Source: an optimization exercise on an open RTL-to-GDS flow (aim: small area). Production flows keep margins and buffers that such runs may drop.
Function was checked by simulation only, so behaviour that the tests miss may differ from the original.
No activity file was given, so power comes from the tool's default toggle rates.

==> try-amber: inputs <==
==> flow/design.v (excerpt) <==
module vga_top(
	input ClkPort,
	input BtnC,
	input BtnU,
	output hSync, vSync,
	output [3:0] vgaR, vgaG, vgaB,
	output MemOE, MemWR, RamCS, QuadSpiFlashCS
	);
export LEC_CHECK = 0
export CAP_MARGIN = 20
export CORE_MARGIN = 2
export CORE_UTILIZATION = 40
export CTS_BUF_LIST = sky130_fd_sc_hd__clkbuf_8
export CTS_CLUSTER_DIAMETER = 200
export CTS_CLUSTER_SIZE = 100
export PLACE_DENSITY = 0.6
export SLEW_MARGIN = 20
create_clock -name core_clock -period 10.0 [get_ports {ClkPort}]
run.sh (not shown) runs the stock make flow with config.mk's settings and CLKGATE_MAP_FILE= SYNTH_SCRIPT=/design/flow/synth_recipe.tcl, a recipe that flattens the netlist after the stock synthesis.
==> try-garnet (differences from try-amber) <==
--- a/flow/design.v
+++ b/flow/design.v
@@ -6,28 +6,25 @@
 	output hSync, vSync,
 	output bright,
 	output reg [9:0] hCount,
 	output reg [3:0] band,
 	output reg [5:0] line,
 	output band_step,    
-	output [3:0] band_nx,  
-	output reg lp  
+	output [3:0] band_nx  
 	);
 	wire line_end = pix_en & (hCount == 10'd799);
 	wire f_last = (band == 4'd10) && (line == 6'd24);
 	assign band_step = line_end & (line == 6'd49);
 	wire f_step = line_end & f_last;
 	assign band_nx = f_step ? 4'd0 : band + {3'd0, band_step};
 	always @(posedge clk, posedge rst)
 		if (rst) begin
 			hCount <= 0;
 			band <= 4'd10;
 			line <= 6'd10;
-			lp <= 1'b0;
 		end else begin
-			lp <= lp ^ line_end;
 			hCount <= line_end ? 10'd0 : hCount + {9'd0, pix_en};
 			line <= (band_step | f_step) ? 6'd0 : line + {5'd0, line_end};
 			band <= band_nx;
 		end
 	assign hSync = (hCount >= 10'd96);
 	assign vSync = ~((band == 4'd10) && (line[5:1] == 5'd5));
@@ -62,28 +59,17 @@
 				g = g | (e & a[k] & ~b[k]);
 				e = e & ~(a[k] ^ b[k]);
 			end
 			ge10 = g | e;
 		end
 	endfunction
-	function automatic [9:0] step10(input [9:0] x, input dec);
-		integer k;
-		reg c;
-		begin
-			c = 1'b1;
-			for (k = 0; k < 10; k = k + 1) begin
-				step10[k] = x[k] ^ c;
-				c = c & (x[k] ^ dec);
-			end
-		end
-	endfunction
 	reg [2:0] state;
 	reg left;
 	reg [3:0] lvl;
 	reg [9:0] xposL, xposR, xprevL, xprevR, curL, curR;
-	reg [9:0] ring [0:7];
+	reg [10:0] ring [0:7];
 	reg pend;
 	wire [9:0] difference = xposR - xposL;
 	wire first = (lvl == 4'd9);
 	wire trimL = ~ge10(xprevL, xposL);  
 	wire miss = ge10(xposL, xprevR) || ge10(xprevL, xposR);
 	wire done = (difference < 10) || (lvl == 4'd0);
@@ -116,17 +102,22 @@
 							xprevR <= xposR;
 							xposL <= 144;
 							xposR <= 244;
 							lvl <= 4'd8;
 							left <= 1'b1;
 						end
+					end else if (left) begin
+						if (xposR >= 783)
+							left <= 1'b0;
+						xposL <= xposL + 1'b1;
+						xposR <= xposR + 1'b1;
 					end else begin
-						if (left ? (xposR >= 783) : (xposL <= 144))
-							left <= ~left;
-						xposL <= step10(xposL, ~left);
-						xposR <= step10(xposR, ~left);
+						if (xposL <= 144)
+							left <= 1'b1;
+						xposL <= xposL - 1'b1;
+						xposR <= xposR - 1'b1;
 					end
 				UPDATE:
 					if (miss)
 						;
 					else if (trimL)
 						xposR <= xprevR;
@@ -146,13 +137,13 @@
 	wire [3:0] top = lvl + 1'b1;
 	wire we = (state == CHECK) && (lvl != 4'd0) && (phase == top[2:0]);
 	integer i;
 	always @(posedge clk) begin
 		for (i = 0; i < 7; i = i + 1)
 			ring[i] <= ring[i + 1];
-		ring[7] <= we ? (trimL ? xprevL : xprevR) : ring[0];
+		ring[7] <= we ? {trimL, trimL ? xprevL : xprevR} : ring[0];
 	end
 	wire in_mov = (band == lvl);
 	wire in_low = (band > top) && (band <= 4'd9);  
 	wire in_any = (band >= lvl) && (band <= 4'd9);
 	wire [9:0] baseL = in_low ? curL : xprevL;
 	wire [9:0] baseR = in_low ? curR : xprevR;
@@ -162,14 +153,14 @@
 	always @(posedge clk)
 		if (band_step)
 			pend <= (band >= top) && (band <= 4'd8);
 		else if (phase == band[2:0])
 			pend <= 1'b0;
 	wire apply = pend && (phase == band[2:0]);
-	wire [9:0] ov = ring[0];
-	wire os = ~ge10(ov, curR);  
+	wire os = ring[0][10];
+	wire [9:0] ov = ring[0][9:0];
 	always @(posedge clk) begin
 		curL <= (apply && os) ? ov : baseL;
 		curR <= (apply && !os) ? ov : baseR;
 	end
 endmodule
 `timescale 1ns / 1ps
@@ -184,25 +175,24 @@
 	wire Reset = BtnU;
 	wire bright, red;
 	wire [9:0] hc;
 	wire [3:0] band, band_nx;
 	wire [5:0] line;
 	wire band_step;
-	reg [1:0] div;
+	reg [7:0] div;
 	always @(posedge ClkPort, posedge Reset)
 		if (Reset)
 			div <= 0;
 		else
 			div <= div + 1'b1;
-	wire pix_en = (div == 2'b11);
-	wire lp;
-	wire move_en = pix_en && (hc[4:0] == 5'b11111) && (hc[5] == lp);
+	wire pix_en = (div[1:0] == 2'b11);
+	wire move_en = (div == 8'h7F);
 	display_controller dc(.clk(ClkPort), .rst(Reset), .pix_en(pix_en),
 		.hSync(hSync), .vSync(vSync), .bright(bright), .hCount(hc),
-		.band(band), .line(line), .band_step(band_step), .band_nx(band_nx), .lp(lp));
-	block_controller sc(.clk(ClkPort), .rst(Reset), .move_en(move_en), .phase({hc[0], div}),
+		.band(band), .line(line), .band_step(band_step), .band_nx(band_nx));
+	block_controller sc(.clk(ClkPort), .rst(Reset), .move_en(move_en), .phase(div[2:0]),
 		.BTNC(BtnC), .hCount(hc), .band(band), .band_step(band_step), .red(red));
 	assign vgaR = {4{bright & red}};
 	assign vgaG = {4{bright & ~red}};
 	assign vgaB = {4{bright & ~red}};
 	assign {MemOE, MemWR, RamCS, QuadSpiFlashCS} = 4'b1111;
 endmodule
==> flow/config.mk (replaced) <==
export PLATFORM = sky130hd
export DESIGN_NAME = vga_top
export DESIGN_NICKNAME = vga_top
export VERILOG_FILES = /design/flow/design.v
export SDC_FILE = /design/flow/constraint.sdc
export NUM_CORES = 4
export LEC_CHECK = 0
export CAP_MARGIN = 20
export CORE_MARGIN = 2
export CORE_UTILIZATION = 40
export PLACE_DENSITY = 0.6
export SLEW_MARGIN = 20
==> try-lagoon (differences from try-amber) <==
==> flow/config.mk (replaced) <==
export PLATFORM = sky130hd
export DESIGN_NAME = vga_top
export DESIGN_NICKNAME = vga_top
export VERILOG_FILES = /design/flow/design.v
export SDC_FILE = /design/flow/constraint.sdc
export NUM_CORES = 4
export LEC_CHECK = 0
export CAP_MARGIN = 20
export CORE_MARGIN = 2
export CORE_UTILIZATION = 40
export PLACE_DENSITY = 0.6
export SLEW_MARGIN = 20
==> summary of the runs <==
- Between try-lagoon and try-garnet, the lower sequential power is in try-lagoon (gap 6.7%, measured against try-garnet).
- In try-amber the critical path depth is lower than in try-garnet, by 5.
- First-iteration DRC count: try-garnet > try-lagoon > try-amber.
- The highest fmax belongs to try-lagoon, the lowest to try-garnet.
- Setup slack, lowest first: try-garnet, try-amber, try-lagoon.
- In die area, try-amber and try-lagoon do not differ.
- Sequential share of layout area, lowest first: try-lagoon, try-garnet, try-amber.

==> afterwards: timing with drivers on the ports <==
In the flow no input, the clock included, has a driving cell. The finished layouts below were timed again as built, in two steps.
Step 1 sets driving cells, clkbuf_16 on the clock port and buf_2 on the other inputs (assumed; they add their load-dependent delay and slew).
Step 2 times the ports against the registers' clock, not the clock port: input delays grow and output delays shrink by t, the midpoint of the rising clock arrivals with the driver on.
Slacks: ideal ports / drivers / drivers and shift; pairs: ideal ports / drivers.
run | shift t [ns] | slack for setup (ns) | worst setup path at the end | worst data-port slew with drivers (ns)
try-amber | 0.509 | 2.873 / 2.830 / 3.339 | register to output | 0.03
try-garnet | 0.470 | 2.565 / 2.523 / 2.993 | register to output | 0.03
try-lagoon | 0.479 | 2.905 / 2.858 / 3.337 | register to output | 0.03
After both steps setup and hold are still met in every run listed.
